This design comes from an exercise in tuning for small area, a short achievable clock period and few clock cycles per item on the open sky130 flow, not from production work.
Only simulation tests tie the RTL to the original design; equivalence was not proved.
Power is estimated from default activity; no workload was simulated.

===== config.mk =====
export PLATFORM = sky130hd
export DESIGN_NAME = Milestone_1
export DESIGN_NICKNAME = Milestone_1
export VERILOG_FILES = /design/flow/design.v
export SDC_FILE = /design/flow/constraint.sdc
export NUM_CORES = 4
export LEC_CHECK = 0
export CAP_MARGIN = 20
export CORE_MARGIN = 2
export CORE_UTILIZATION = 50
export CTS_BUF_LIST = sky130_fd_sc_hd__clkbuf_8 sky130_fd_sc_hd__clkbuf_16
export CTS_CLUSTER_DIAMETER = 80
export CTS_CLUSTER_SIZE = 16
export SLEW_MARGIN = 20

===== constraint.sdc =====
create_clock -name core_clock -period 11.0 [get_ports {clock}]
set_input_delay 2.2000 -clock core_clock [delete_from_list [all_inputs] [get_ports {clock}]]
set_output_delay 2.2000 -clock core_clock [all_outputs]
set_load 0.01 [all_outputs]

===== design.v =====
module Milestone_1 (
		input logic clock,
		input logic resetn,
		input logic start,
		output logic done,
		input logic  [15:0] SRAM_read_data,
		output logic [15:0] SRAM_write_data,
		output logic SRAM_we_n,
		output logic [17:0] SRAM_address
);
localparam S_PEND = 2'd0, S_LO = 2'd1, S_HI = 2'd2, S_DUP = 2'd3;
localparam W_BR = 2'd0, W_GB = 2'd1, W_RG = 2'd2;
typedef struct packed {
	logic       shift;
	logic [1:0] src;
	logic       pend_ld, rdq_ld, yw_ld, qy_hi, qy_lo, evenld, qyt_ld, qu_f, qv_f, b0_ld, xsel, xsel2, xsel3, xsel4;
	logic [1:0] wsel;
	logic       wr, rd_y, yodd, rd_c, cv, fin;
	logic [1:0] cd;
} ctl_t;
function automatic ctl_t decode(input logic [4:0] f, input logic [6:0] kk, input logic last);
	ctl_t d;
	logic k79, k78;
	k79 = (kk == 7'd79);
	k78 = (kk == 7'd78);
	d = '0;
	if (!k79) begin
		case (f)
			5'd1: begin d.shift = 1'b1; d.src = S_PEND; end
			5'd2: begin d.shift = 1'b1; d.src = S_LO; end
			5'd6, 5'd7: begin d.shift = 1'b1; d.src = k78 ? S_DUP : S_HI; end
			default: d.src = S_DUP;
		endcase
	end else begin
		case (f)
			5'd1, 5'd2, 5'd6, 5'd7, 5'd13, 5'd14, 5'd15, 5'd16: begin d.shift = 1'b1; d.src = S_DUP; end
			5'd8, 5'd12, 5'd19, 5'd20: begin d.shift = 1'b1; d.src = S_HI; end
			5'd17: begin d.shift = 1'b1; d.src = S_PEND; end
			5'd18: begin d.shift = 1'b1; d.src = S_LO; end
			default: d.src = S_DUP;
		endcase
	end
	d.pend_ld = (f == 5'd6) || (k79 && (f == 5'd8 || f == 5'd19));
	d.rdq_ld  = (f == 5'd2) || (f == 5'd6) || (k79 && (f == 5'd11 || f == 5'd18 || f == 5'd19));
	d.yw_ld   = (f == 5'd1) || (f == 5'd7) || (k79 && f == 5'd20);
	d.qy_hi   = (f == 5'd4) || (!k79 && f == 5'd9) || (k79 && f == 5'd22);
	d.qy_lo   = (f == 5'd0) || (f == 5'd5);
	d.evenld  = (f == 5'd0) || (f == 5'd5);
	d.qyt_ld  = (f == 5'd0) || (f == 5'd3) || (f == 5'd5) || (f == 5'd8);
	d.qu_f    = (f == 5'd2 || f == 5'd7);
	d.qv_f    = (f == 5'd3 || f == 5'd8);
	d.xsel    = (f == 5'd0) || (f == 5'd2) || (f == 5'd5) || (f == 5'd7) || (k79 && f == 5'd10);
	d.xsel2   = (f == 5'd0) || (f == 5'd2) || (f == 5'd3) || (f == 5'd5) || (f == 5'd7) || (f == 5'd8) || (f == 5'd10);
	d.xsel3   = (f == 5'd0) || (f == 5'd2) || (f == 5'd3) || (f == 5'd5) || (f == 5'd7) || (k79 && f == 5'd10);
	d.xsel4   = (f == 5'd0) || (f == 5'd2) || (f == 5'd5) || (f == 5'd7) || (f == 5'd8) || (f == 5'd10);
	d.b0_ld   = (f == 5'd3) || (f == 5'd8);
	d.wsel    = (f == 5'd2 || f == 5'd7) ? W_RG : (f == 5'd1 || f == 5'd6 || f == 5'd11) ? W_GB : W_BR;
	d.wr      = (f == 5'd0 || f == 5'd1 || f == 5'd2 || f == 5'd5 || f == 5'd6 || f == 5'd7) ||
	            (k79 && last && (f == 5'd10 || f == 5'd11));
	d.rd_y    = k79 ? (f == 5'd17 || f == 5'd21) : (f == 5'd4 || f == 5'd8);
	d.yodd    = (f == 5'd8) || (f == 5'd21);
	d.rd_c    = k79 ? (f == 5'd3 || f == 5'd8 || f == 5'd15 || f == 5'd16 || f == 5'd22) :
	                  ((f == 5'd9 && kk <= 7'd76) || (f == 5'd3 && kk <= 7'd77));
	d.cv      = k79 ? (f == 5'd8 || f == 5'd16) : (f == 5'd3);
	d.cd      = (f == 5'd9 || f == 5'd22) ? 2'd2 : (k79 && (f == 5'd3 || f == 5'd8)) ? 2'd0 : 2'd1;
	d.fin     = k79 && last && (f == 5'd11);
	decode = d;
endfunction
logic        run, pro;
logic [4:0]  fc;
logic [6:0]  k;
logic [14:0] fr;    
logic [16:0] wa;
ctl_t        q;
logic [7:0]  c [0:9];
logic [15:0] rd_q, yw;
logic [7:0]  pend;
logic [8:0]  fa, fbn, fcn;
logic [16:0] fq;
logic [8:0]  qu, qv;
logic [7:0]  qy8;
logic [24:0] qyt;
logic [10:0] xs, xc, gs, gc;
logic        xl, gl;
logic        nx, ng;
logic [7:0]  b0;
wire k79     = (k == 7'd79);
wire lastrow = (fr == 15'd19199);
wire [14:0] fr1 = fr + 15'd1;
wire end_frame = k79 ? (fc == 5'd22) : (fc == 5'd9);
logic [4:0] nfc;
logic [6:0] nk;
always_comb begin
	if (!run || q.fin) begin
		nfc = (start && !run) ? 5'd4 : 5'd3;
		nk  = 7'd79;
	end else if (end_frame) begin
		nfc = 5'd0;
		nk  = k79 ? 7'd0 : k + 7'd1;
	end else begin
		nfc = fc + 5'd1;
		nk  = k;
	end
end
logic [7:0] nsmp;
always_comb begin
	case (q.src)
		S_PEND: nsmp = pend;
		S_LO:   nsmp = rd_q[7:0];
		S_HI:   nsmp = rd_q[15:8];
		default: nsmp = c[8];
	endcase
end
logic [7:0] cn [0:9];
always_comb begin
	for (int i = 0; i < 9; i++) cn[i] = q.shift ? c[i+1] : c[i];
	cn[9] = q.shift ? nsmp : c[9];
end
wire [16:0] fq_w;
m_fq u_fq (.b(fbn), .c(fcn), .o(fq_w));
always_ff @(posedge clock) begin
	q <= decode(nfc, nk, lastrow && run);
	for (int i = 0; i < 10; i++) c[i] <= cn[i];
	fbn <= {1'b0, ~cn[2]} + {1'b0, ~cn[8]};
	fcn <= {1'b0, cn[4]} + {1'b0, cn[6]};
	fa  <= {1'b0, c[0]} + {1'b0, nsmp};
	fq  <= fq_w;
	if (q.pend_ld) pend <= rd_q[7:0];
	if (q.rdq_ld) rd_q <= SRAM_read_data;
	if (q.yw_ld) yw <= SRAM_read_data;
end
wire [16:0] ft;
m_f2 u_f2 (.a(fa), .q(fq), .o(ft));
wire [8:0] fz = ft[16:8];
wire [24:0] ytv;
m_yt u_yt (.y(qy8), .o(ytv));
always_ff @(posedge clock) begin
	if (q.qy_hi) qy8 <= yw[15:8];
	else if (q.qy_lo) qy8 <= yw[7:0];
	if (q.evenld) begin
		qu <= {1'b0, c[4]} + 9'd104;
		qv <= {1'b0, c[5]} + 9'd104;
	end else begin
		if (q.qu_f) qu <= fz;
		if (q.qv_f) qv <= fz;
	end
	if (q.qyt_ld) qyt <= ytv;
end
wire [10:0] xs_w, xc_w, gs_w, gc_w;
wire        xl_w, gl_w;
m_x u_x (.yt(qyt), .zu(qu), .zv(qv), .sel({q.xsel4, q.xsel3, q.xsel2, q.xsel}), .hs(xs_w), .hc(xc_w), .cl(xl_w));
m_g u_g (.yt(qyt), .zu(qu), .zv(qv), .hs(gs_w), .hc(gc_w), .cl(gl_w));
wire nu = (qu < 9'd104);
wire nv = (qv < 9'd104);
always_ff @(posedge clock) begin
	xs <= xs_w; xc <= xc_w; xl <= xl_w;
	gs <= gs_w; gc <= gc_w; gl <= gl_w;
	nx <= q.xsel ? nu : nv;
	ng <= nu | nv;
end
function automatic [7:0] clip(input [10:0] s, input [10:0] cc, input ci, input neg);
	logic [11:0] tt;
	logic [10:0] t;
	tt = {s, 1'b1} + {cc, ci};
	t = tt[11:1];
	clip = (neg | t[10]) ? 8'd0 : ((|t[9:8]) ? 8'd255 : t[7:0]);
endfunction
wire [7:0] x8 = clip(xs, xc, xl, nx);
wire [7:0] g8 = clip(gs, gc, gl, ng);
wire do_wr = q.wr && !pro && run;
logic [15:0] wdat;
always_comb begin
	case (q.wsel)
		W_RG: wdat = {x8, g8};
		W_GB: wdat = {g8, x8};
		default: wdat = {b0, x8};
	endcase
end
always_ff @(posedge clock) begin
	SRAM_write_data <= wdat;
	if (q.b0_ld) b0 <= x8;
	fc <= nfc;
	k  <= nk;
	if (do_wr) SRAM_address <= {1'b1, wa};
	else if (q.rd_y) SRAM_address <= {2'b0, fr1, q.yodd};
	else SRAM_address <= {1'b0, {2'b0, fr1} + (q.cv ? 17'd57600 : 17'd38400) + {15'd0, q.cd}};
	if (!run || q.fin) begin
		pro <= 1'b1;
		fr  <= 15'h7fff;
		wa  <= 17'd15872;
	end else begin
		if (k == 7'd0 && fc == 5'd1) pro <= 1'b0;
		if (end_frame) fr <= fr1;
		if (do_wr) wa <= wa + 17'd1;
	end
end
always_ff @(posedge clock or negedge resetn) begin
	if (!resetn) begin
		run <= 1'b0;
		done <= 1'b0;
		SRAM_we_n <= 1'b1;
	end else begin
		done <= 1'b0;
		SRAM_we_n <= 1'b1;
		if (!run) begin
			if (start) run <= 1'b1;
		end else begin
			if (do_wr) SRAM_we_n <= 1'b0;
			if (q.fin) begin
				done <= 1'b1;
				run <= 1'b0;
			end
		end
	end
end
endmodule
module m_yt(input logic [7:0] y, output logic [24:0] o);
  wire t1 = y[7] ^ y[5]; wire t2 = y[7] & y[5];
  wire t3 = y[6] ^ y[4]; wire t4 = y[6] & y[4];
  wire t5 = y[7] ^ y[5]; wire t6 = y[7] & y[5];
  wire t7 = y[4] ^ y[2]; wire t8 = y[4] & y[2];
  wire t9 = y[5] ^ y[3] ^ y[1]; wire t10 = (y[5] & y[3]) | (y[5] & y[1]) | (y[3] & y[1]);
  wire t11 = y[6] ^ y[4] ^ y[2]; wire t12 = (y[6] & y[4]) | (y[6] & y[2]) | (y[4] & y[2]);
  wire t13 = y[3] ^ y[0] ^ 1'b1; wire t14 = (y[3] & y[0]) | (y[3] & 1'b1) | (y[0] & 1'b1);
  wire t15 = y[1] ^ 1'b1 ^ t2; wire t16 = (y[1] & 1'b1) | (y[1] & t2) | (1'b1 & t2);
  wire t17 = y[2] ^ 1'b1 ^ t4; wire t18 = (y[2] & 1'b1) | (y[2] & t4) | (1'b1 & t4);
  wire t19 = y[6] ^ y[3] ^ 1'b1; wire t20 = (y[6] & y[3]) | (y[6] & 1'b1) | (y[3] & 1'b1);
  wire t21 = y[7] ^ y[4]; wire t22 = y[7] & y[4];
  wire t23 = y[2] ^ y[0]; wire t24 = y[2] & y[0];
  wire t25 = y[3] ^ y[1] ^ 1'b1; wire t26 = (y[3] & y[1]) | (y[3] & 1'b1) | (y[1] & 1'b1);
  wire t27 = y[0] ^ 1'b1 ^ t7; wire t28 = (y[0] & 1'b1) | (y[0] & t7) | (1'b1 & t7);
  wire t29 = 1'b1 ^ t8 ^ t9; wire t30 = (1'b1 & t8) | (1'b1 & t9) | (t8 & t9);
  wire t31 = 1'b1 ^ t10 ^ t11; wire t32 = (1'b1 & t10) | (1'b1 & t11) | (t10 & t11);
  wire t33 = t1 ^ t12 ^ t13; wire t34 = (t1 & t12) | (t1 & t13) | (t12 & t13);
  wire t35 = t3 ^ t14 ^ t15; wire t36 = (t3 & t14) | (t3 & t15) | (t14 & t15);
  wire t37 = t5 ^ t16 ^ t17; wire t38 = (t5 & t16) | (t5 & t17) | (t16 & t17);
  wire t39 = t6 ^ t18 ^ t19; wire t40 = (t6 & t18) | (t6 & t19) | (t18 & t19);
  wire t41 = 1'b1 ^ t20 ^ t21; wire t42 = (1'b1 & t20) | (1'b1 & t21) | (t20 & t21);
  wire t43 = y[5] ^ 1'b1 ^ t22; wire t44 = (y[5] & 1'b1) | (y[5] & t22) | (1'b1 & t22);
  wire t45 = y[6] ^ 1'b1; wire t46 = y[6] & 1'b1;
  wire t47 = y[7] ^ 1'b1; wire t48 = y[7] & 1'b1;
  wire [24:0] ra = {1'b1, t46, t44, t42, t40, t38, t36, t34, t32, t30, t28, t26, t24, 1'b1, y[1], ~y[7], ~y[6], ~y[5], ~y[4], ~y[3], ~y[2], ~y[1], ~y[0], 1'b0, 1'b0};
  wire [24:0] rb = {t48, t47, t45, t43, t41, t39, t37, t35, t33, t31, t29, t27, t25, t23, 1'b1, y[0], 1'b0, 1'b0, 1'b0, 1'b0, 1'b0, 1'b0, 1'b1, 1'b0, 1'b0};
  assign o = ra + rb;
endmodule
module m_fq(input logic [8:0] b, input logic [8:0] c, output logic [16:0] o);
  wire t1 = b[5] ^ ~b[3]; wire t2 = b[5] & ~b[3];
  wire t3 = b[6] ^ ~b[4]; wire t4 = b[6] & ~b[4];
  wire t5 = b[7] ^ ~b[5]; wire t6 = b[7] & ~b[5];
  wire t7 = b[8] ^ ~b[6]; wire t8 = b[8] & ~b[6];
  wire t9 = b[3] ^ ~b[1]; wire t10 = b[3] & ~b[1];
  wire t11 = b[4] ^ ~b[2] ^ b[0]; wire t12 = (b[4] & ~b[2]) | (b[4] & b[0]) | (~b[2] & b[0]);
  wire t13 = ~c[6] ^ c[1]; wire t14 = ~c[6] & c[1];
  wire t15 = b[1] ^ ~c[7] ^ c[2]; wire t16 = (b[1] & ~c[7]) | (b[1] & c[2]) | (~c[7] & c[2]);
  wire t17 = c[0] ^ 1'b1 ^ t1; wire t18 = (c[0] & 1'b1) | (c[0] & t1) | (1'b1 & t1);
  wire t19 = b[2] ^ ~c[8] ^ c[3]; wire t20 = (b[2] & ~c[8]) | (b[2] & c[3]) | (~c[8] & c[3]);
  wire t21 = c[1] ^ t2 ^ t3; wire t22 = (c[1] & t2) | (c[1] & t3) | (t2 & t3);
  wire t23 = b[3] ^ c[4] ^ c[2]; wire t24 = (b[3] & c[4]) | (b[3] & c[2]) | (c[4] & c[2]);
  wire t25 = 1'b1 ^ t4 ^ t5; wire t26 = (1'b1 & t4) | (1'b1 & t5) | (t4 & t5);
  wire t27 = b[4] ^ c[5] ^ c[3]; wire t28 = (b[4] & c[5]) | (b[4] & c[3]) | (c[5] & c[3]);
  wire t29 = 1'b1 ^ t6 ^ t7; wire t30 = (1'b1 & t6) | (1'b1 & t7) | (t6 & t7);
  wire t31 = ~b[7] ^ b[5] ^ c[6]; wire t32 = (~b[7] & b[5]) | (~b[7] & c[6]) | (b[5] & c[6]);
  wire t33 = c[4] ^ 1'b1 ^ t8; wire t34 = (c[4] & 1'b1) | (c[4] & t8) | (1'b1 & t8);
  wire t35 = ~b[8] ^ b[6] ^ c[7]; wire t36 = (~b[8] & b[6]) | (~b[8] & c[7]) | (b[6] & c[7]);
  wire t37 = c[5] ^ 1'b1; wire t38 = c[5] & 1'b1;
  wire t39 = b[7] ^ c[8]; wire t40 = b[7] & c[8];
  wire t41 = b[2] ^ ~b[0]; wire t42 = b[2] & ~b[0];
  wire t43 = ~c[5] ^ c[0] ^ 1'b1; wire t44 = (~c[5] & c[0]) | (~c[5] & 1'b1) | (c[0] & 1'b1);
  wire t45 = 1'b1 ^ t10 ^ t11; wire t46 = (1'b1 & t10) | (1'b1 & t11) | (t10 & t11);
  wire t47 = t12 ^ t14 ^ t15; wire t48 = (t12 & t14) | (t12 & t15) | (t14 & t15);
  wire t49 = t16 ^ t18 ^ t19; wire t50 = (t16 & t18) | (t16 & t19) | (t18 & t19);
  wire t51 = t20 ^ t22 ^ t23; wire t52 = (t20 & t22) | (t20 & t23) | (t22 & t23);
  wire t53 = t24 ^ t26 ^ t27; wire t54 = (t24 & t26) | (t24 & t27) | (t26 & t27);
  wire t55 = t28 ^ t30 ^ t31; wire t56 = (t28 & t30) | (t28 & t31) | (t30 & t31);
  wire t57 = t32 ^ t34 ^ t35; wire t58 = (t32 & t34) | (t32 & t35) | (t34 & t35);
  wire t59 = c[6] ^ t36 ^ t38; wire t60 = (c[6] & t36) | (c[6] & t38) | (t36 & t38);
  wire t61 = b[8] ^ c[7] ^ 1'b1; wire t62 = (b[8] & c[7]) | (b[8] & 1'b1) | (c[7] & 1'b1);
  wire t63 = b[1] ^ ~c[3]; wire t64 = b[1] & ~c[3];
  wire t65 = ~c[4] ^ 1'b1 ^ t41; wire t66 = (~c[4] & 1'b1) | (~c[4] & t41) | (1'b1 & t41);
  wire t67 = t9 ^ t42 ^ t43; wire t68 = (t9 & t42) | (t9 & t43) | (t42 & t43);
  wire t69 = t13 ^ t44 ^ t45; wire t70 = (t13 & t44) | (t13 & t45) | (t44 & t45);
  wire t71 = t17 ^ t46 ^ t47; wire t72 = (t17 & t46) | (t17 & t47) | (t46 & t47);
  wire t73 = t21 ^ t48 ^ t49; wire t74 = (t21 & t48) | (t21 & t49) | (t48 & t49);
  wire t75 = t25 ^ t50 ^ t51; wire t76 = (t25 & t50) | (t25 & t51) | (t50 & t51);
  wire t77 = t29 ^ t52 ^ t53; wire t78 = (t29 & t52) | (t29 & t53) | (t52 & t53);
  wire t79 = t33 ^ t54 ^ t55; wire t80 = (t33 & t54) | (t33 & t55) | (t54 & t55);
  wire t81 = t37 ^ t56 ^ t57; wire t82 = (t37 & t56) | (t37 & t57) | (t56 & t57);
  wire t83 = t39 ^ t58 ^ t59; wire t84 = (t39 & t58) | (t39 & t59) | (t58 & t59);
  wire t85 = t40 ^ t60 ^ t61; wire t86 = (t40 & t60) | (t40 & t61) | (t60 & t61);
  wire t87 = c[8] ^ 1'b1 ^ t62; wire t88 = (c[8] & 1'b1) | (c[8] & t62) | (1'b1 & t62);
  wire [16:0] ra = {1'b1, t86, t84, t82, t80, t78, t76, t74, t72, t70, t68, t66, t64, 1'b1, b[0], ~c[1], ~c[0]};
  wire [16:0] rb = {t88, t87, t85, t83, t81, t79, t77, t75, t73, t71, t69, t67, t65, t63, ~c[2], 1'b0, 1'b1};
  assign o = ra + rb;
endmodule
module m_f2(input logic [8:0] a, input logic [16:0] q, output logic [16:0] o);
  wire t1 = a[4] ^ a[2]; wire t2 = a[4] & a[2];
  wire t3 = a[5] ^ a[3] ^ a[1]; wire t4 = (a[5] & a[3]) | (a[5] & a[1]) | (a[3] & a[1]);
  wire t5 = a[6] ^ a[4] ^ a[2]; wire t6 = (a[6] & a[4]) | (a[6] & a[2]) | (a[4] & a[2]);
  wire t7 = a[7] ^ a[5] ^ a[3]; wire t8 = (a[7] & a[5]) | (a[7] & a[3]) | (a[5] & a[3]);
  wire t9 = a[8] ^ a[6] ^ a[4]; wire t10 = (a[8] & a[6]) | (a[8] & a[4]) | (a[6] & a[4]);
  wire t11 = a[7] ^ a[5]; wire t12 = a[7] & a[5];
  wire t13 = a[8] ^ a[6]; wire t14 = a[8] & a[6];
  wire t15 = a[2] ^ a[0]; wire t16 = a[2] & a[0];
  wire t17 = a[3] ^ a[1] ^ q[3]; wire t18 = (a[3] & a[1]) | (a[3] & q[3]) | (a[1] & q[3]);
  wire t19 = a[0] ^ q[4] ^ t1; wire t20 = (a[0] & q[4]) | (a[0] & t1) | (q[4] & t1);
  wire t21 = q[5] ^ t2 ^ t3; wire t22 = (q[5] & t2) | (q[5] & t3) | (t2 & t3);
  wire t23 = q[6] ^ t4 ^ t5; wire t24 = (q[6] & t4) | (q[6] & t5) | (t4 & t5);
  wire t25 = q[7] ^ t6 ^ t7; wire t26 = (q[7] & t6) | (q[7] & t7) | (t6 & t7);
  wire t27 = q[8] ^ t8 ^ t9; wire t28 = (q[8] & t8) | (q[8] & t9) | (t8 & t9);
  wire t29 = q[9] ^ t10 ^ t11; wire t30 = (q[9] & t10) | (q[9] & t11) | (t10 & t11);
  wire t31 = q[10] ^ t12 ^ t13; wire t32 = (q[10] & t12) | (q[10] & t13) | (t12 & t13);
  wire t33 = a[7] ^ q[11] ^ t14; wire t34 = (a[7] & q[11]) | (a[7] & t14) | (q[11] & t14);
  wire t35 = a[8] ^ q[12]; wire t36 = a[8] & q[12];
  wire [16:0] ra = {q[16], q[15], q[14], q[13], t34, t32, t30, t28, t26, t24, t22, t20, t18, t16, q[2], a[1], a[0]};
  wire [16:0] rb = {1'b0, 1'b0, 1'b0, t36, t35, t33, t31, t29, t27, t25, t23, t21, t19, t17, t15, q[1], q[0]};
  assign o = ra + rb;
endmodule
module m_x(input logic [24:0] yt, input logic [8:0] zu, input logic [8:0] zv, input logic [3:0] sel, output logic [10:0] hs, output logic [10:0] hc, output logic cl);
  wire t1 = yt[6] ^ (sel[0] ? ~zu[6] : ~zv[6]); wire t2 = yt[6] & (sel[0] ? ~zu[6] : ~zv[6]);
  wire t3 = yt[7] ^ (sel[0] ? ~zu[7] : ~zv[7]) ^ (sel[1] ? ~zu[5] : zv[5]); wire t4 = (yt[7] & (sel[0] ? ~zu[7] : ~zv[7])) | (yt[7] & (sel[1] ? ~zu[5] : zv[5])) | ((sel[0] ? ~zu[7] : ~zv[7]) & (sel[1] ? ~zu[5] : zv[5]));
  wire t5 = (sel[2] ? zu[2] : zv[3]) ^ (sel[3] ? zu[0] : zv[0]); wire t6 = (sel[2] ? zu[2] : zv[3]) & (sel[3] ? zu[0] : zv[0]);
  wire t7 = yt[8] ^ (sel[0] ? ~zu[8] : ~zv[8]) ^ (sel[1] ? ~zu[6] : zv[6]); wire t8 = (yt[8] & (sel[0] ? ~zu[8] : ~zv[8])) | (yt[8] & (sel[1] ? ~zu[6] : zv[6])) | ((sel[0] ? ~zu[8] : ~zv[8]) & (sel[1] ? ~zu[6] : zv[6]));
  wire t9 = (sel[2] ? zu[3] : zv[4]) ^ (sel[3] ? zu[1] : zv[1]) ^ 1'b1; wire t10 = ((sel[2] ? zu[3] : zv[4]) & (sel[3] ? zu[1] : zv[1])) | ((sel[2] ? zu[3] : zv[4]) & 1'b1) | ((sel[3] ? zu[1] : zv[1]) & 1'b1);
  wire t11 = yt[9] ^ (sel[1] ? ~zu[7] : zv[7]) ^ (sel[2] ? zu[4] : zv[5]); wire t12 = (yt[9] & (sel[1] ? ~zu[7] : zv[7])) | (yt[9] & (sel[2] ? zu[4] : zv[5])) | ((sel[1] ? ~zu[7] : zv[7]) & (sel[2] ? zu[4] : zv[5]));
  wire t13 = yt[10] ^ (sel[1] ? ~zu[8] : zv[8]) ^ (sel[2] ? zu[5] : zv[6]); wire t14 = (yt[10] & (sel[1] ? ~zu[8] : zv[8])) | (yt[10] & (sel[2] ? zu[5] : zv[6])) | ((sel[1] ? ~zu[8] : zv[8]) & (sel[2] ? zu[5] : zv[6]));
  wire t15 = yt[11] ^ (sel[2] ? zu[6] : zv[7]) ^ (sel[3] ? zu[4] : zv[4]); wire t16 = (yt[11] & (sel[2] ? zu[6] : zv[7])) | (yt[11] & (sel[3] ? zu[4] : zv[4])) | ((sel[2] ? zu[6] : zv[7]) & (sel[3] ? zu[4] : zv[4]));
  wire t17 = yt[12] ^ (sel[2] ? zu[7] : zv[8]); wire t18 = yt[12] & (sel[2] ? zu[7] : zv[8]);
  wire t19 = yt[13] ^ (sel[2] & zu[8]) ^ (sel[3] ? zu[6] : zv[6]); wire t20 = (yt[13] & (sel[2] & zu[8])) | (yt[13] & (sel[3] ? zu[6] : zv[6])) | ((sel[2] & zu[8]) & (sel[3] ? zu[6] : zv[6]));
  wire t21 = (sel[0] ? zu[3] : ~zv[2]) ^ (~sel[2] & zv[0]); wire t22 = (sel[0] ? zu[3] : ~zv[2]) & (~sel[2] & zv[0]);
  wire t23 = yt[14] ^ (sel[3] ? zu[7] : zv[7]) ^ (sel[0] ? zu[4] : ~zv[3]); wire t24 = (yt[14] & (sel[3] ? zu[7] : zv[7])) | (yt[14] & (sel[0] ? zu[4] : ~zv[3])) | ((sel[3] ? zu[7] : zv[7]) & (sel[0] ? zu[4] : ~zv[3]));
  wire t25 = yt[15] ^ (sel[3] ? zu[8] : zv[8]) ^ (sel[0] ? zu[5] : ~zv[4]); wire t26 = (yt[15] & (sel[3] ? zu[8] : zv[8])) | (yt[15] & (sel[0] ? zu[5] : ~zv[4])) | ((sel[3] ? zu[8] : zv[8]) & (sel[0] ? zu[5] : ~zv[4]));
  wire t27 = (~sel[2] & zv[2]) ^ (~sel[3] & ~zv[0]); wire t28 = (~sel[2] & zv[2]) & (~sel[3] & ~zv[0]);
  wire t29 = yt[16] ^ (sel[0] ? zu[6] : ~zv[5]) ^ (~sel[2] & zv[3]); wire t30 = (yt[16] & (sel[0] ? zu[6] : ~zv[5])) | (yt[16] & (~sel[2] & zv[3])) | ((sel[0] ? zu[6] : ~zv[5]) & (~sel[2] & zv[3]));
  wire t31 = (~sel[3] & ~zv[1]) ^ 1'b1; wire t32 = (~sel[3] & ~zv[1]) & 1'b1;
  wire t33 = yt[17] ^ (sel[0] ? zu[7] : ~zv[6]) ^ (sel[1] ? zu[0] : zv[0]); wire t34 = (yt[17] & (sel[0] ? zu[7] : ~zv[6])) | (yt[17] & (sel[1] ? zu[0] : zv[0])) | ((sel[0] ? zu[7] : ~zv[6]) & (sel[1] ? zu[0] : zv[0]));
  wire t35 = (~sel[2] & zv[4]) ^ (~sel[3] & ~zv[2]) ^ ~sel[0]; wire t36 = ((~sel[2] & zv[4]) & (~sel[3] & ~zv[2])) | ((~sel[2] & zv[4]) & ~sel[0]) | ((~sel[3] & ~zv[2]) & ~sel[0]);
  wire t37 = yt[18] ^ (sel[0] ? zu[8] : ~zv[7]) ^ (sel[1] ? zu[1] : zv[1]); wire t38 = (yt[18] & (sel[0] ? zu[8] : ~zv[7])) | (yt[18] & (sel[1] ? zu[1] : zv[1])) | ((sel[0] ? zu[8] : ~zv[7]) & (sel[1] ? zu[1] : zv[1]));
  wire t39 = (~sel[2] & zv[5]) ^ (~sel[3] & ~zv[3]); wire t40 = (~sel[2] & zv[5]) & (~sel[3] & ~zv[3]);
  wire t41 = yt[19] ^ (~sel[0] & ~zv[8]) ^ (sel[1] ? zu[2] : zv[2]); wire t42 = (yt[19] & (~sel[0] & ~zv[8])) | (yt[19] & (sel[1] ? zu[2] : zv[2])) | ((~sel[0] & ~zv[8]) & (sel[1] ? zu[2] : zv[2]));
  wire t43 = (~sel[2] & zv[6]) ^ (~sel[3] & ~zv[4]) ^ 1'b1; wire t44 = ((~sel[2] & zv[6]) & (~sel[3] & ~zv[4])) | ((~sel[2] & zv[6]) & 1'b1) | ((~sel[3] & ~zv[4]) & 1'b1);
  wire t45 = yt[20] ^ (sel[1] ? zu[3] : zv[3]) ^ (~sel[2] & zv[7]); wire t46 = (yt[20] & (sel[1] ? zu[3] : zv[3])) | (yt[20] & (~sel[2] & zv[7])) | ((sel[1] ? zu[3] : zv[3]) & (~sel[2] & zv[7]));
  wire t47 = (~sel[3] & ~zv[5]) ^ sel[0]; wire t48 = (~sel[3] & ~zv[5]) & sel[0];
  wire t49 = yt[21] ^ (sel[1] ? zu[4] : zv[4]) ^ (~sel[2] & zv[8]); wire t50 = (yt[21] & (sel[1] ? zu[4] : zv[4])) | (yt[21] & (~sel[2] & zv[8])) | ((sel[1] ? zu[4] : zv[4]) & (~sel[2] & zv[8]));
  wire t51 = (~sel[3] & ~zv[6]) ^ ~sel[0]; wire t52 = (~sel[3] & ~zv[6]) & ~sel[0];
  wire t53 = yt[22] ^ (sel[1] ? zu[5] : zv[5]) ^ (~sel[3] & ~zv[7]); wire t54 = (yt[22] & (sel[1] ? zu[5] : zv[5])) | (yt[22] & (~sel[3] & ~zv[7])) | ((sel[1] ? zu[5] : zv[5]) & (~sel[3] & ~zv[7]));
  wire t55 = yt[2] ^ (sel[0] ? ~zu[2] : ~zv[2]); wire t56 = yt[2] & (sel[0] ? ~zu[2] : ~zv[2]);
  wire t57 = yt[3] ^ (sel[0] ? ~zu[3] : ~zv[3]) ^ (sel[1] ? ~zu[1] : zv[1]); wire t58 = (yt[3] & (sel[0] ? ~zu[3] : ~zv[3])) | (yt[3] & (sel[1] ? ~zu[1] : zv[1])) | ((sel[0] ? ~zu[3] : ~zv[3]) & (sel[1] ? ~zu[1] : zv[1]));
  wire t59 = yt[4] ^ (sel[0] ? ~zu[4] : ~zv[4]) ^ (sel[1] ? ~zu[2] : zv[2]); wire t60 = (yt[4] & (sel[0] ? ~zu[4] : ~zv[4])) | (yt[4] & (sel[1] ? ~zu[2] : zv[2])) | ((sel[0] ? ~zu[4] : ~zv[4]) & (sel[1] ? ~zu[2] : zv[2]));
  wire t61 = yt[5] ^ (sel[0] ? ~zu[5] : ~zv[5]) ^ (sel[1] ? ~zu[3] : zv[3]); wire t62 = (yt[5] & (sel[0] ? ~zu[5] : ~zv[5])) | (yt[5] & (sel[1] ? ~zu[3] : zv[3])) | ((sel[0] ? ~zu[5] : ~zv[5]) & (sel[1] ? ~zu[3] : zv[3]));
  wire t63 = (sel[1] ? ~zu[4] : zv[4]) ^ (sel[2] ? zu[1] : zv[2]) ^ sel[0]; wire t64 = ((sel[1] ? ~zu[4] : zv[4]) & (sel[2] ? zu[1] : zv[2])) | ((sel[1] ? ~zu[4] : zv[4]) & sel[0]) | ((sel[2] ? zu[1] : zv[2]) & sel[0]);
  wire t65 = sel[0] ^ t2 ^ t3; wire t66 = (sel[0] & t2) | (sel[0] & t3) | (t2 & t3);
  wire t67 = t4 ^ t6 ^ t7; wire t68 = (t4 & t6) | (t4 & t7) | (t6 & t7);
  wire t69 = (sel[3] ? zu[2] : zv[2]) ^ t8 ^ t10; wire t70 = ((sel[3] ? zu[2] : zv[2]) & t8) | ((sel[3] ? zu[2] : zv[2]) & t10) | (t8 & t10);
  wire t71 = (sel[3] ? zu[3] : zv[3]) ^ (sel[0] & zu[0]) ^ t12; wire t72 = ((sel[3] ? zu[3] : zv[3]) & (sel[0] & zu[0])) | ((sel[3] ? zu[3] : zv[3]) & t12) | ((sel[0] & zu[0]) & t12);
  wire t73 = (sel[0] ? zu[1] : ~zv[0]) ^ sel[0] ^ t14; wire t74 = ((sel[0] ? zu[1] : ~zv[0]) & sel[0]) | ((sel[0] ? zu[1] : ~zv[0]) & t14) | (sel[0] & t14);
  wire t75 = (sel[3] ? zu[5] : zv[5]) ^ (sel[0] ? zu[2] : ~zv[1]) ^ t16; wire t76 = ((sel[3] ? zu[5] : zv[5]) & (sel[0] ? zu[2] : ~zv[1])) | ((sel[3] ? zu[5] : zv[5]) & t16) | ((sel[0] ? zu[2] : ~zv[1]) & t16);
  wire t77 = 1'b1 ^ t18 ^ t19; wire t78 = (1'b1 & t18) | (1'b1 & t19) | (t18 & t19);
  wire t79 = (~sel[2] & zv[1]) ^ t20 ^ t22; wire t80 = ((~sel[2] & zv[1]) & t20) | ((~sel[2] & zv[1]) & t22) | (t20 & t22);
  wire t81 = ~sel[0] ^ t24 ^ t25; wire t82 = (~sel[0] & t24) | (~sel[0] & t25) | (t24 & t25);
  wire t83 = t26 ^ t28 ^ t29; wire t84 = (t26 & t28) | (t26 & t29) | (t28 & t29);
  wire t85 = t30 ^ t32 ^ t33; wire t86 = (t30 & t32) | (t30 & t33) | (t32 & t33);
  wire t87 = t34 ^ t36 ^ t37; wire t88 = (t34 & t36) | (t34 & t37) | (t36 & t37);
  wire t89 = t38 ^ t40 ^ t41; wire t90 = (t38 & t40) | (t38 & t41) | (t40 & t41);
  wire t91 = t42 ^ t44 ^ t45; wire t92 = (t42 & t44) | (t42 & t45) | (t44 & t45);
  wire t93 = t46 ^ t48 ^ t49; wire t94 = (t46 & t48) | (t46 & t49) | (t48 & t49);
  wire t95 = ~sel[0] ^ t50 ^ t52; wire t96 = (~sel[0] & t50) | (~sel[0] & t52) | (t50 & t52);
  wire t97 = yt[23] ^ (sel[1] ? zu[6] : zv[6]) ^ (~sel[3] & ~zv[8]); wire t98 = (yt[23] & (sel[1] ? zu[6] : zv[6])) | (yt[23] & (~sel[3] & ~zv[8])) | ((sel[1] ? zu[6] : zv[6]) & (~sel[3] & ~zv[8]));
  wire t99 = yt[24] ^ (sel[1] ? zu[7] : zv[7]); wire t100 = yt[24] & (sel[1] ? zu[7] : zv[7]);
  wire t101 = yt[0] ^ (sel[0] ? ~zu[0] : ~zv[0]); wire t102 = yt[0] & (sel[0] ? ~zu[0] : ~zv[0]);
  wire t103 = yt[1] ^ (sel[0] ? ~zu[1] : ~zv[1]); wire t104 = yt[1] & (sel[0] ? ~zu[1] : ~zv[1]);
  wire t105 = (sel[1] ? ~zu[0] : zv[0]) ^ sel[0] ^ t55; wire t106 = ((sel[1] ? ~zu[0] : zv[0]) & sel[0]) | ((sel[1] ? ~zu[0] : zv[0]) & t55) | (sel[0] & t55);
  wire t107 = 1'b1 ^ t56 ^ t57; wire t108 = (1'b1 & t56) | (1'b1 & t57) | (t56 & t57);
  wire t109 = (~sel[2] & zv[0]) ^ t58 ^ t59; wire t110 = ((~sel[2] & zv[0]) & t58) | ((~sel[2] & zv[0]) & t59) | (t58 & t59);
  wire t111 = (sel[2] ? zu[0] : zv[1]) ^ t60 ^ t61; wire t112 = ((sel[2] ? zu[0] : zv[1]) & t60) | ((sel[2] ? zu[0] : zv[1]) & t61) | (t60 & t61);
  wire t113 = t1 ^ t62 ^ t63; wire t114 = (t1 & t62) | (t1 & t63) | (t62 & t63);
  wire t115 = t5 ^ t64 ^ t65; wire t116 = (t5 & t64) | (t5 & t65) | (t64 & t65);
  wire t117 = t9 ^ t66 ^ t67; wire t118 = (t9 & t66) | (t9 & t67) | (t66 & t67);
  wire t119 = t11 ^ t68 ^ t69; wire t120 = (t11 & t68) | (t11 & t69) | (t68 & t69);
  wire t121 = t13 ^ t70 ^ t71; wire t122 = (t13 & t70) | (t13 & t71) | (t70 & t71);
  wire t123 = t15 ^ t72 ^ t73; wire t124 = (t15 & t72) | (t15 & t73) | (t72 & t73);
  wire t125 = t17 ^ t74 ^ t75; wire t126 = (t17 & t74) | (t17 & t75) | (t74 & t75);
  wire t127 = t21 ^ t76 ^ t77; wire t128 = (t21 & t76) | (t21 & t77) | (t76 & t77);
  wire t129 = t23 ^ t78 ^ t79; wire t130 = (t23 & t78) | (t23 & t79) | (t78 & t79);
  wire t131 = t27 ^ t80 ^ t81; wire t132 = (t27 & t80) | (t27 & t81) | (t80 & t81);
  wire t133 = t31 ^ t82 ^ t83; wire t134 = (t31 & t82) | (t31 & t83) | (t82 & t83);
  wire t135 = t35 ^ t84 ^ t85; wire t136 = (t35 & t84) | (t35 & t85) | (t84 & t85);
  wire t137 = t39 ^ t86 ^ t87; wire t138 = (t39 & t86) | (t39 & t87) | (t86 & t87);
  wire t139 = t43 ^ t88 ^ t89; wire t140 = (t43 & t88) | (t43 & t89) | (t88 & t89);
  wire t141 = t47 ^ t90 ^ t91; wire t142 = (t47 & t90) | (t47 & t91) | (t90 & t91);
  wire t143 = t51 ^ t92 ^ t93; wire t144 = (t51 & t92) | (t51 & t93) | (t92 & t93);
  wire t145 = t53 ^ t94 ^ t95; wire t146 = (t53 & t94) | (t53 & t95) | (t94 & t95);
  wire t147 = t54 ^ t96 ^ t97; wire t148 = (t54 & t96) | (t54 & t97) | (t96 & t97);
  wire t149 = ~sel[0] ^ t98 ^ t99; wire t150 = (~sel[0] & t98) | (~sel[0] & t99) | (t98 & t99);
  wire t151 = (sel[1] ? zu[8] : zv[8]) ^ sel[0] ^ t100; wire t152 = ((sel[1] ? zu[8] : zv[8]) & sel[0]) | ((sel[1] ? zu[8] : zv[8]) & t100) | (sel[0] & t100);
  wire [26:0] ra = {1'b1, t150, t148, t146, t144, t142, t140, t138, t136, t134, t132, t130, t128, t126, t124, t122, t120, t118, t116, t114, t112, t110, t108, t106, t104, t102, 1'b1};
  wire [26:0] rb = {t152, t151, t149, t147, t145, t143, t141, t139, t137, t135, t133, t131, t129, t127, t125, t123, t121, t119, t117, t115, t113, t111, t109, t107, t105, t103, t101};
  wire [16:0] lsum = {1'b0, ra[15:0]} + {1'b0, rb[15:0]};
  assign cl = lsum[16];
  assign hs = ra[26:16];
  assign hc = rb[26:16];
endmodule
module m_g(input logic [24:0] yt, input logic [8:0] zu, input logic [8:0] zv, output logic [10:0] hs, output logic [10:0] hc, output logic cl);
  wire t1 = yt[15] ^ ~zu[5]; wire t2 = yt[15] & ~zu[5];
  wire t3 = yt[16] ^ ~zu[6] ^ zu[3]; wire t4 = (yt[16] & ~zu[6]) | (yt[16] & zu[3]) | (~zu[6] & zu[3]);
  wire t5 = ~zu[1] ^ ~zv[4]; wire t6 = ~zu[1] & ~zv[4];
  wire t7 = yt[17] ^ ~zu[7] ^ zu[4]; wire t8 = (yt[17] & ~zu[7]) | (yt[17] & zu[4]) | (~zu[7] & zu[4]);
  wire t9 = ~zu[2] ^ ~zv[5]; wire t10 = ~zu[2] & ~zv[5];
  wire t11 = yt[18] ^ ~zu[8] ^ zu[5]; wire t12 = (yt[18] & ~zu[8]) | (yt[18] & zu[5]) | (~zu[8] & zu[5]);
  wire t13 = ~zu[3] ^ ~zv[6] ^ zv[4]; wire t14 = (~zu[3] & ~zv[6]) | (~zu[3] & zv[4]) | (~zv[6] & zv[4]);
  wire t15 = yt[19] ^ zu[6] ^ ~zu[4]; wire t16 = (yt[19] & zu[6]) | (yt[19] & ~zu[4]) | (zu[6] & ~zu[4]);
  wire t17 = ~zv[7] ^ zv[5]; wire t18 = ~zv[7] & zv[5];
  wire t19 = yt[20] ^ zu[7] ^ ~zu[5]; wire t20 = (yt[20] & zu[7]) | (yt[20] & ~zu[5]) | (zu[7] & ~zu[5]);
  wire t21 = ~zv[8] ^ zv[6]; wire t22 = ~zv[8] & zv[6];
  wire t23 = yt[21] ^ zu[8]; wire t24 = yt[21] & zu[8];
  wire t25 = yt[5] ^ zu[2] ^ ~zu[0]; wire t26 = (yt[5] & zu[2]) | (yt[5] & ~zu[0]) | (zu[2] & ~zu[0]);
  wire t27 = yt[6] ^ zu[3] ^ ~zu[1]; wire t28 = (yt[6] & zu[3]) | (yt[6] & ~zu[1]) | (zu[3] & ~zu[1]);
  wire t29 = yt[7] ^ zu[4] ^ ~zu[2]; wire t30 = (yt[7] & zu[4]) | (yt[7] & ~zu[2]) | (zu[4] & ~zu[2]);
  wire t31 = yt[8] ^ zu[5] ^ ~zu[3]; wire t32 = (yt[8] & zu[5]) | (yt[8] & ~zu[3]) | (zu[5] & ~zu[3]);
  wire t33 = yt[9] ^ zu[6] ^ ~zu[4]; wire t34 = (yt[9] & zu[6]) | (yt[9] & ~zu[4]) | (zu[6] & ~zu[4]);
  wire t35 = yt[10] ^ zu[7] ^ ~zu[5]; wire t36 = (yt[10] & zu[7]) | (yt[10] & ~zu[5]) | (zu[7] & ~zu[5]);
  wire t37 = ~zu[0] ^ ~zv[5]; wire t38 = ~zu[0] & ~zv[5];
  wire t39 = yt[11] ^ zu[8] ^ ~zu[6]; wire t40 = (yt[11] & zu[8]) | (yt[11] & ~zu[6]) | (zu[8] & ~zu[6]);
  wire t41 = ~zu[1] ^ ~zv[6]; wire t42 = ~zu[1] & ~zv[6];
  wire t43 = yt[12] ^ ~zu[7] ^ ~zu[2]; wire t44 = (yt[12] & ~zu[7]) | (yt[12] & ~zu[2]) | (~zu[7] & ~zu[2]);
  wire t45 = ~zv[7] ^ ~zv[0]; wire t46 = ~zv[7] & ~zv[0];
  wire t47 = yt[13] ^ ~zu[8] ^ ~zu[3]; wire t48 = (yt[13] & ~zu[8]) | (yt[13] & ~zu[3]) | (~zu[8] & ~zu[3]);
  wire t49 = zu[0] ^ ~zv[8] ^ ~zv[1]; wire t50 = (zu[0] & ~zv[8]) | (zu[0] & ~zv[1]) | (~zv[8] & ~zv[1]);
  wire t51 = yt[14] ^ ~zu[4] ^ zu[1]; wire t52 = (yt[14] & ~zu[4]) | (yt[14] & zu[1]) | (~zu[4] & zu[1]);
  wire t53 = ~zv[2] ^ zv[0] ^ 1'b1; wire t54 = (~zv[2] & zv[0]) | (~zv[2] & 1'b1) | (zv[0] & 1'b1);
  wire t55 = zu[2] ^ ~zu[0] ^ ~zv[3]; wire t56 = (zu[2] & ~zu[0]) | (zu[2] & ~zv[3]) | (~zu[0] & ~zv[3]);
  wire t57 = zv[1] ^ 1'b1 ^ t1; wire t58 = (zv[1] & 1'b1) | (zv[1] & t1) | (1'b1 & t1);
  wire t59 = zv[2] ^ ~zv[0] ^ 1'b1; wire t60 = (zv[2] & ~zv[0]) | (zv[2] & 1'b1) | (~zv[0] & 1'b1);
  wire t61 = t2 ^ t3 ^ t5; wire t62 = (t2 & t3) | (t2 & t5) | (t3 & t5);
  wire t63 = zv[3] ^ ~zv[1] ^ t4; wire t64 = (zv[3] & ~zv[1]) | (zv[3] & t4) | (~zv[1] & t4);
  wire t65 = t6 ^ t7 ^ t9; wire t66 = (t6 & t7) | (t6 & t9) | (t7 & t9);
  wire t67 = ~zv[2] ^ 1'b1 ^ t8; wire t68 = (~zv[2] & 1'b1) | (~zv[2] & t8) | (1'b1 & t8);
  wire t69 = t10 ^ t11 ^ t13; wire t70 = (t10 & t11) | (t10 & t13) | (t11 & t13);
  wire t71 = ~zv[3] ^ 1'b1 ^ t12; wire t72 = (~zv[3] & 1'b1) | (~zv[3] & t12) | (1'b1 & t12);
  wire t73 = t14 ^ t15 ^ t17; wire t74 = (t14 & t15) | (t14 & t17) | (t15 & t17);
  wire t75 = ~zv[4] ^ 1'b1 ^ t16; wire t76 = (~zv[4] & 1'b1) | (~zv[4] & t16) | (1'b1 & t16);
  wire t77 = t18 ^ t19 ^ t21; wire t78 = (t18 & t19) | (t18 & t21) | (t19 & t21);
  wire t79 = ~zu[6] ^ zv[7] ^ ~zv[5]; wire t80 = (~zu[6] & zv[7]) | (~zu[6] & ~zv[5]) | (zv[7] & ~zv[5]);
  wire t81 = t20 ^ t22 ^ t23; wire t82 = (t20 & t22) | (t20 & t23) | (t22 & t23);
  wire t83 = yt[22] ^ ~zu[7] ^ zv[8]; wire t84 = (yt[22] & ~zu[7]) | (yt[22] & zv[8]) | (~zu[7] & zv[8]);
  wire t85 = ~zv[6] ^ 1'b1 ^ t24; wire t86 = (~zv[6] & 1'b1) | (~zv[6] & t24) | (1'b1 & t24);
  wire t87 = yt[23] ^ ~zu[8] ^ ~zv[7]; wire t88 = (yt[23] & ~zu[8]) | (yt[23] & ~zv[7]) | (~zu[8] & ~zv[7]);
  wire t89 = yt[3] ^ zu[0]; wire t90 = yt[3] & zu[0];
  wire t91 = yt[4] ^ zu[1]; wire t92 = yt[4] & zu[1];
  wire t93 = ~zv[5] ^ ~zv[0] ^ 1'b1; wire t94 = (~zv[5] & ~zv[0]) | (~zv[5] & 1'b1) | (~zv[0] & 1'b1);
  wire t95 = ~zv[6] ^ ~zv[1] ^ t26; wire t96 = (~zv[6] & ~zv[1]) | (~zv[6] & t26) | (~zv[1] & t26);
  wire t97 = ~zv[7] ^ ~zv[2] ^ t28; wire t98 = (~zv[7] & ~zv[2]) | (~zv[7] & t28) | (~zv[2] & t28);
  wire t99 = ~zv[8] ^ ~zv[3] ^ t30; wire t100 = (~zv[8] & ~zv[3]) | (~zv[8] & t30) | (~zv[3] & t30);
  wire t101 = ~zv[4] ^ 1'b1 ^ t32; wire t102 = (~zv[4] & 1'b1) | (~zv[4] & t32) | (1'b1 & t32);
  wire t103 = 1'b1 ^ t34 ^ t35; wire t104 = (1'b1 & t34) | (1'b1 & t35) | (t34 & t35);
  wire t105 = t36 ^ t38 ^ t39; wire t106 = (t36 & t38) | (t36 & t39) | (t38 & t39);
  wire t107 = t40 ^ t42 ^ t43; wire t108 = (t40 & t42) | (t40 & t43) | (t42 & t43);
  wire t109 = t44 ^ t46 ^ t47; wire t110 = (t44 & t46) | (t44 & t47) | (t46 & t47);
  wire t111 = t48 ^ t50 ^ t51; wire t112 = (t48 & t50) | (t48 & t51) | (t50 & t51);
  wire t113 = t52 ^ t54 ^ t55; wire t114 = (t52 & t54) | (t52 & t55) | (t54 & t55);
  wire t115 = t56 ^ t58 ^ t59; wire t116 = (t56 & t58) | (t56 & t59) | (t58 & t59);
  wire t117 = t60 ^ t62 ^ t63; wire t118 = (t60 & t62) | (t60 & t63) | (t62 & t63);
  wire t119 = t64 ^ t66 ^ t67; wire t120 = (t64 & t66) | (t64 & t67) | (t66 & t67);
  wire t121 = t68 ^ t70 ^ t71; wire t122 = (t68 & t70) | (t68 & t71) | (t70 & t71);
  wire t123 = t72 ^ t74 ^ t75; wire t124 = (t72 & t74) | (t72 & t75) | (t74 & t75);
  wire t125 = t76 ^ t78 ^ t79; wire t126 = (t76 & t78) | (t76 & t79) | (t78 & t79);
  wire t127 = t80 ^ t82 ^ t83; wire t128 = (t80 & t82) | (t80 & t83) | (t82 & t83);
  wire t129 = 1'b1 ^ t84 ^ t86; wire t130 = (1'b1 & t84) | (1'b1 & t86) | (t84 & t86);
  wire t131 = yt[24] ^ ~zv[8] ^ 1'b1; wire t132 = (yt[24] & ~zv[8]) | (yt[24] & 1'b1) | (~zv[8] & 1'b1);
  wire t133 = yt[0] ^ ~zv[0]; wire t134 = yt[0] & ~zv[0];
  wire t135 = yt[1] ^ ~zv[1]; wire t136 = yt[1] & ~zv[1];
  wire t137 = yt[2] ^ ~zv[2]; wire t138 = yt[2] & ~zv[2];
  wire t139 = ~zv[3] ^ 1'b1 ^ t89; wire t140 = (~zv[3] & 1'b1) | (~zv[3] & t89) | (1'b1 & t89);
  wire t141 = ~zv[4] ^ t90 ^ t91; wire t142 = (~zv[4] & t90) | (~zv[4] & t91) | (t90 & t91);
  wire t143 = t25 ^ t92 ^ t93; wire t144 = (t25 & t92) | (t25 & t93) | (t92 & t93);
  wire t145 = t27 ^ t94 ^ t95; wire t146 = (t27 & t94) | (t27 & t95) | (t94 & t95);
  wire t147 = t29 ^ t96 ^ t97; wire t148 = (t29 & t96) | (t29 & t97) | (t96 & t97);
  wire t149 = t31 ^ t98 ^ t99; wire t150 = (t31 & t98) | (t31 & t99) | (t98 & t99);
  wire t151 = t33 ^ t100 ^ t101; wire t152 = (t33 & t100) | (t33 & t101) | (t100 & t101);
  wire t153 = t37 ^ t102 ^ t103; wire t154 = (t37 & t102) | (t37 & t103) | (t102 & t103);
  wire t155 = t41 ^ t104 ^ t105; wire t156 = (t41 & t104) | (t41 & t105) | (t104 & t105);
  wire t157 = t45 ^ t106 ^ t107; wire t158 = (t45 & t106) | (t45 & t107) | (t106 & t107);
  wire t159 = t49 ^ t108 ^ t109; wire t160 = (t49 & t108) | (t49 & t109) | (t108 & t109);
  wire t161 = t53 ^ t110 ^ t111; wire t162 = (t53 & t110) | (t53 & t111) | (t110 & t111);
  wire t163 = t57 ^ t112 ^ t113; wire t164 = (t57 & t112) | (t57 & t113) | (t112 & t113);
  wire t165 = t61 ^ t114 ^ t115; wire t166 = (t61 & t114) | (t61 & t115) | (t114 & t115);
  wire t167 = t65 ^ t116 ^ t117; wire t168 = (t65 & t116) | (t65 & t117) | (t116 & t117);
  wire t169 = t69 ^ t118 ^ t119; wire t170 = (t69 & t118) | (t69 & t119) | (t118 & t119);
  wire t171 = t73 ^ t120 ^ t121; wire t172 = (t73 & t120) | (t73 & t121) | (t120 & t121);
  wire t173 = t77 ^ t122 ^ t123; wire t174 = (t77 & t122) | (t77 & t123) | (t122 & t123);
  wire t175 = t81 ^ t124 ^ t125; wire t176 = (t81 & t124) | (t81 & t125) | (t124 & t125);
  wire t177 = t85 ^ t126 ^ t127; wire t178 = (t85 & t126) | (t85 & t127) | (t126 & t127);
  wire t179 = t87 ^ t128 ^ t129; wire t180 = (t87 & t128) | (t87 & t129) | (t128 & t129);
  wire t181 = t88 ^ t130 ^ t131; wire t182 = (t88 & t130) | (t88 & t131) | (t130 & t131);
  wire [26:0] ra = {1'b1, t132, t180, t178, t176, t174, t172, t170, t168, t166, t164, t162, t160, t158, t156, t154, t152, t150, t148, t146, t144, t142, t140, t138, t136, t134, 1'b1};
  wire [26:0] rb = {1'b0, t182, t181, t179, t177, t175, t173, t171, t169, t167, t165, t163, t161, t159, t157, t155, t153, t151, t149, t147, t145, t143, t141, t139, t137, t135, t133};
  wire [16:0] lsum = {1'b0, ra[15:0]} + {1'b0, rb[15:0]};
  assign cl = lsum[16];
  assign hs = ra[26:16];
  assign hc = rb[26:16];
endmodule

===== flow/run.sh =====
#!/bin/bash
# Standard ORFS layout, with timing repair aiming below the clock period
# (setup repair margin 7.5 ns on the 11 ns clock).
set -e
export SETUP_SLACK_MARGIN=7.5
bash standard.sh > standard.log 2>&1

===== standard.sh =====
#!/bin/bash
# synth_recipe.tcl (not shown) runs the flow's synth.tcl, then flattens the netlist and writes it again
# the make line also repeats each setting of config.mk as NAME=value (left out here)
make -C /OpenROAD-flow-scripts/flow DESIGN_CONFIG=/design/flow/config.mk WORK_HOME=/design/flow/orfs CLKGATE_MAP_FILE= SYNTH_SCRIPT=/design/flow/synth_recipe.tcl "${@:-finish}"

==> impl_metrics.py <==
metrics = {
    "outcome": {
        "status": "timing/DRC/antenna clean",
    },
    "global_route": {
        "grt_start_max_net_pins": 52,
        "grtUsageTotal": 0.2261,
        "grt_antenna_before_repair": 4,
        "first_pass_grt_wire_length_mm": 84.81,
        "grt_remaining_overflow": 0,
        "grt_pass1_vias": 15733,
    },
    "synth": {
        "syn_nets": 2643,
        "synth-edff-count": 145,
        "asyncSetResetFlopFracSynth": 0.008065,
        "ys_seq_area_frac": 0.3831,
        "ys_ff_latch": 372,
        "postSynth.topFlopCell": "sky130_fd_sc_hd__dfxtp_1",
        "syn_area_mm2": 0.02327,
        "synth.yosys.warnings": 3,
        "cell_count_after_synthesis": 2241,
        "syn-mean-instance-area_um2": 10.38,
        "yosys.cell_types.count": 93,
    },
    "placement": {
        "place.detailed.instances": 2851,
        "post_dp_cell_area_mm2": 0.02444,
        "dp_hpwl_mm": 41.43,
        "place.port_buffers": 54,
        "gp_congestion": 0.9150,
    },
    "worst_setup_path": {
        "path_buf_inv": 2,
        "crit_path_cell_trace": "clkdlybuf4s50_1 -> nand2b_4 -> nand2_4 -> o21ai_4 -> inv_2 -> ha_4 -> a21oi_1 -> o21bai_1 -> and4_1 -> o32a_1",
        "critPathLaunchType": "input port",
        "reg2regPathDepth": 14,
        "path_class": "in2reg",
        "crit_path_end_kind": "flip-flop",
        "critical_path_rt_ps": 11500,
        "crit_path_top_delay_cell": "sky130_fd_sc_hd__clkdlybuf4s50_1",
        "critical-path-top-delay-family": "compound AO/OA/AOI/OAI gates",
        "worst_path_largest_cell_delay_ps": 450,
        "critPathArrivalTime_ps": 3970,
        "timing.critical_path.fanout_max": 9,
        "count_of_cell_instances_traversed_by_the_critical_path": 10,
    },
    "clocking": {
        "max-clock-path-buffers": 3,
        "clk_root_buffer_cell": "sky130_fd_sc_hd__clkbuf_16",
        "cts_htree_levels": 1,
        "tritoncts": "built",
        "ctsHoldBuffers": 0,
        "clock_insertion_delay_worst_skew_ps": 600,
        "numCtsBuffers": 29,
        "clock_sink_count": 372,
        "cts.clk_slew.worst_paths_ps": 80,
    },
    "power": {
        "p_int_w": 0.001930,
        "irDropWorstVdd_uv": 134.8,
        "combinationalPowerShare": 0.003,
        "switching_power_w": 0.0005064,
        "power_switching_share": 0.2078,
        "clkPwrFrac": 0.415,
        "static-leakage-power_nw": 12.11,
        "power_frac_seq": 0.582,
        "pwr_density_cell_mw_per_mm2": 92.89,
    },
    "floorplan": {
        "die_h_um": 219.7,
        "core.rowCount": 79,
        "core-area_mm2": 0.04626,
        "design.portCount": 55,
        "floorplan.die_area_mm2": 0.04829,
        "initial_core_util": 0.5031,
        "die_w_um": 219.7,
    },
    "detailed_routing": {
        "post_route_wl_mm": 54.05,
        "drt-vias-per-instance": 5.353,
        "antenna_violating_nets_post_route": 0,
        "drc_violations_left": 0,
        "route.vias.total": 15878,
        "post_drt_wl_per_cell_um": 18.22,
        "drtIter0Drc": 956,
        "firstDrtPassIters": 5,
    },
    "min_path": {
        "worst_hold_path_type": "reg2reg",
        "timing.hold.worst_path_depth": 0,
    },
    "timing": {
        "final-hold-violation-count": 0,
        "worst_slew_margin_rel": 0.3351,
        "grt_setup_unrepaired": "yes",
        "clock_skew_ps": 33.87,
        "max_freq_mhz": 288.2,
        "timing.setup.tns_ps": 0,
        "timing.final.crit_share": 0.3154,
        "post-route-min-period_ps": 3469,
        "worstMarginPinSlew_ps": 996.0,
        "final_max_slew_viol_count": 0,
        "setup_viol_count_final": 0,
    },
    "cells_and_area": {
        "finish.utilization": 0.5670,
        "mostFrequentLayoutCells": "399 x sky130_fd_sc_hd__inv_1, 200 x sky130_fd_sc_hd__dfxtp_1, 197 x sky130_fd_sc_hd__ha_1, 167 x sky130_fd_sc_hd__fa_1, 145 x sky130_fd_sc_hd__edfxtp_1",
        "final_cell_area_mm2": 0.02623,
        "drive_gt1_frac": 0.1178,
        "syn2layout_area_growth_pct": 12.70,
        "post_layout_nonfiller_instances": 2966,
        "antenna_cells": 0,
        "num-nets-final": 2740,
        "fillerInstances": 3991,
        "layout.cells.most_common": "sky130_fd_sc_hd__inv_1",
    },
    "flow_run": {
        "maxcap_violations": 0,
    },
}
final timing paths:
check                           slack (ps)   endpoint    from
worst max-delay path                  7530      q[24]   start
worst min-delay path                   400      fq[0]  fcn[0]
worst max register to register        7540      qv[5]   fa[3]
worst min register to register         400      fq[0]  fcn[0]
max in group asynchronous             9010  SRAM_we_n  resetn
min in group asynchronous             1770        run  resetn
cell type report:
cell class | count | area (um^2) | area share
multi-input cells | 1410 | 13040 | 0.4971
well taps | 607 | 759.5 | 0.02896
flip-flops and latches | 372 | 8975 | 0.3422
clock buffers | 31 | 764.5 | 0.02915
clock inverters | 21 | 126.4 | 0.004818
inverters | 402 | 1518 | 0.05787
repair buffers | 123 | 1046 | 0.03988
Yosys cell counts, types with 5 or more instances:
| library cell | count | share of area |
|---|---|---|
| sky130_fd_sc_hd__inv_1 | 398 | 0.064 |
| sky130_fd_sc_hd__dfxtp_1 | 224 | 0.19 |
| sky130_fd_sc_hd__ha_1 | 212 | 0.11 |
| sky130_fd_sc_hd__fa_1 | 171 | 0.15 |
| sky130_fd_sc_hd__edfxtp_1 | 145 | 0.19 |
| sky130_fd_sc_hd__nand2_1 | 136 | 0.022 |
| sky130_fd_sc_hd__nor2_1 | 126 | 0.020 |
| sky130_fd_sc_hd__a21oi_1 | 102 | 0.022 |
| sky130_fd_sc_hd__o21ai_0 | 90 | 0.019 |
| sky130_fd_sc_hd__xnor2_1 | 59 | 0.022 |
| sky130_fd_sc_hd__xor2_1 | 49 | 0.018 |
| sky130_fd_sc_hd__nand3_1 | 47 | 0.010 |
| sky130_fd_sc_hd__clkbuf_1 | 42 | 0.0068 |
| sky130_fd_sc_hd__mux2i_1 | 41 | 0.018 |
| sky130_fd_sc_hd__a21o_1 | 37 | 0.012 |
| sky130_fd_sc_hd__and3_1 | 26 | 0.0070 |
| sky130_fd_sc_hd__mux2_2 | 23 | 0.011 |
| sky130_fd_sc_hd__nor3_1 | 23 | 0.0049 |
| sky130_fd_sc_hd__nand2b_1 | 22 | 0.0059 |
| sky130_fd_sc_hd__o21a_1 | 17 | 0.0055 |
| sky130_fd_sc_hd__o22ai_1 | 17 | 0.0046 |
| sky130_fd_sc_hd__nand4_1 | 15 | 0.0040 |
| sky130_fd_sc_hd__nor2b_1 | 14 | 0.0038 |
| sky130_fd_sc_hd__o21bai_1 | 14 | 0.0045 |
| sky130_fd_sc_hd__or2_2 | 13 | 0.0035 |
| sky130_fd_sc_hd__or3_1 | 11 | 0.0030 |
| sky130_fd_sc_hd__o221ai_1 | 10 | 0.0038 |
| sky130_fd_sc_hd__mux4_2 | 9 | 0.0087 |
| sky130_fd_sc_hd__a31oi_1 | 8 | 0.0022 |
| sky130_fd_sc_hd__o211ai_1 | 8 | 0.0026 |
| sky130_fd_sc_hd__a211oi_1 | 6 | 0.0019 |
| sky130_fd_sc_hd__a31o_2 | 6 | 0.0023 |
| sky130_fd_sc_hd__buf_1 | 6 | 0.00097 |
| sky130_fd_sc_hd__buf_2 | 6 | 0.0013 |
| sky130_fd_sc_hd__nor4_1 | 6 | 0.0016 |
| sky130_fd_sc_hd__a211o_1 | 5 | 0.0019 |
sequential cells by signal, indices dropped and copies added, names as in the netlist, 10 cells and up:
signal and count:
fq 17, SRAM_write_data 16, fr 15, c 80, SRAM_address 18, xs 10
wa 17, qyt 23, yw 16, xc 11, gc 10, q 24
rd_q 16, gs 10
through the flow:
stage / power [W] / hold slack (ps) / setup WS, ps
global route: 0.002516 / 405.9 / 7372
detailed placement: 0.001460 / 393.9 / 6724
floorplan: 0.001453 / 351.4 / 7161
global placement: 0.001460 / 392.9 / 6778
finish: 0.002436 / 403.1 / 7531
CTS: 0.002471 / 409.1 / 7254
per-layer routing:
layer,GRT usage,vias to the layer above,share of wire
li1,-,7695,-
met1,0.3151,7679,0.46
met2,0.3702,396,0.46
met3,0.02457,108,0.042
met4,0.07293,0,0.037
met5,0,-,0
power groups by stage:
stage | clock network, W | registers, W | logic [W]
after global routing | 0.00109 | 0.00142 | 0.00000812
after detailed placement | 0 | 0.00145 | 0.00000765
final | 0.00101 | 0.00142 | 0.00000753
after CTS | 0.00104 | 0.00142 | 0.00000767
after global placement | 0 | 0.00145 | 0.00000763
after floorplan | 0 | 0.00145 | 0.00000000813
cell families after synthesis:
group,share of synthesized area
buffers and inverters,0.07495
adders and majority gates,0.2611
and+or+nand+nor,0.09930
muxes,0.03812
DFF,0.3831
xor gates and xnor gates,0.04065
AOI/OAI and AO/OA,0.1029
worst reg2reg max path: stages (launching register included):
cell                       delay (ps)
sky130_fd_sc_hd__dfxtp_2          340
sky130_fd_sc_hd__inv_2             50
sky130_fd_sc_hd__buf_4            130
sky130_fd_sc_hd__fa_1             530
sky130_fd_sc_hd__inv_1             50
sky130_fd_sc_hd__fa_1             440
sky130_fd_sc_hd__ha_1             300
sky130_fd_sc_hd__o21a_1           120
sky130_fd_sc_hd__nor2_2           120
sky130_fd_sc_hd__a311oi_2          90
sky130_fd_sc_hd__or2_2            340
sky130_fd_sc_hd__o41a_1           330
sky130_fd_sc_hd__xor2_1           160
sky130_fd_sc_hd__nand2_1           80
sky130_fd_sc_hd__o21ai_1          120
timing repair:
action                                  in CTS  in global routing
buffers inserted                            27                 35
hold endpoints to repair                     0                  0
cloned                                       0                  1
endpoints found under the setup margin      58                 32
pin swaps                                   15                 25
gates resized for setup                     99                 84
Testbench counts, summed over its fixed seeds: cycles 1,561,032, images 8.

==> separate check: timing with driven ports <==
The results above use ideal ports. As a check the final layout listed here was re-extracted and re-timed, cells and wires unchanged.
Step 1, drivers: a clkbuf_16 drives clock and a buf_2 each remaining input, both assumed.
Step 2 also shifts input and output timing later by t, the mid clock arrival at the registers, as if the neighbouring blocks saw the same clock.
Slacks: ideal ports / drivers / drivers and shift; pairs: ideal ports / drivers.
t (ns): 0.647
setup slack, ns: 7.531 / 7.499 / 6.920
worst data-port slew with drivers (ns): 0.04
After both steps setup and hold are still met in this run. For this run, drivers alone change the setup slack by -0.032 ns; drivers and shift together by -0.611 ns.
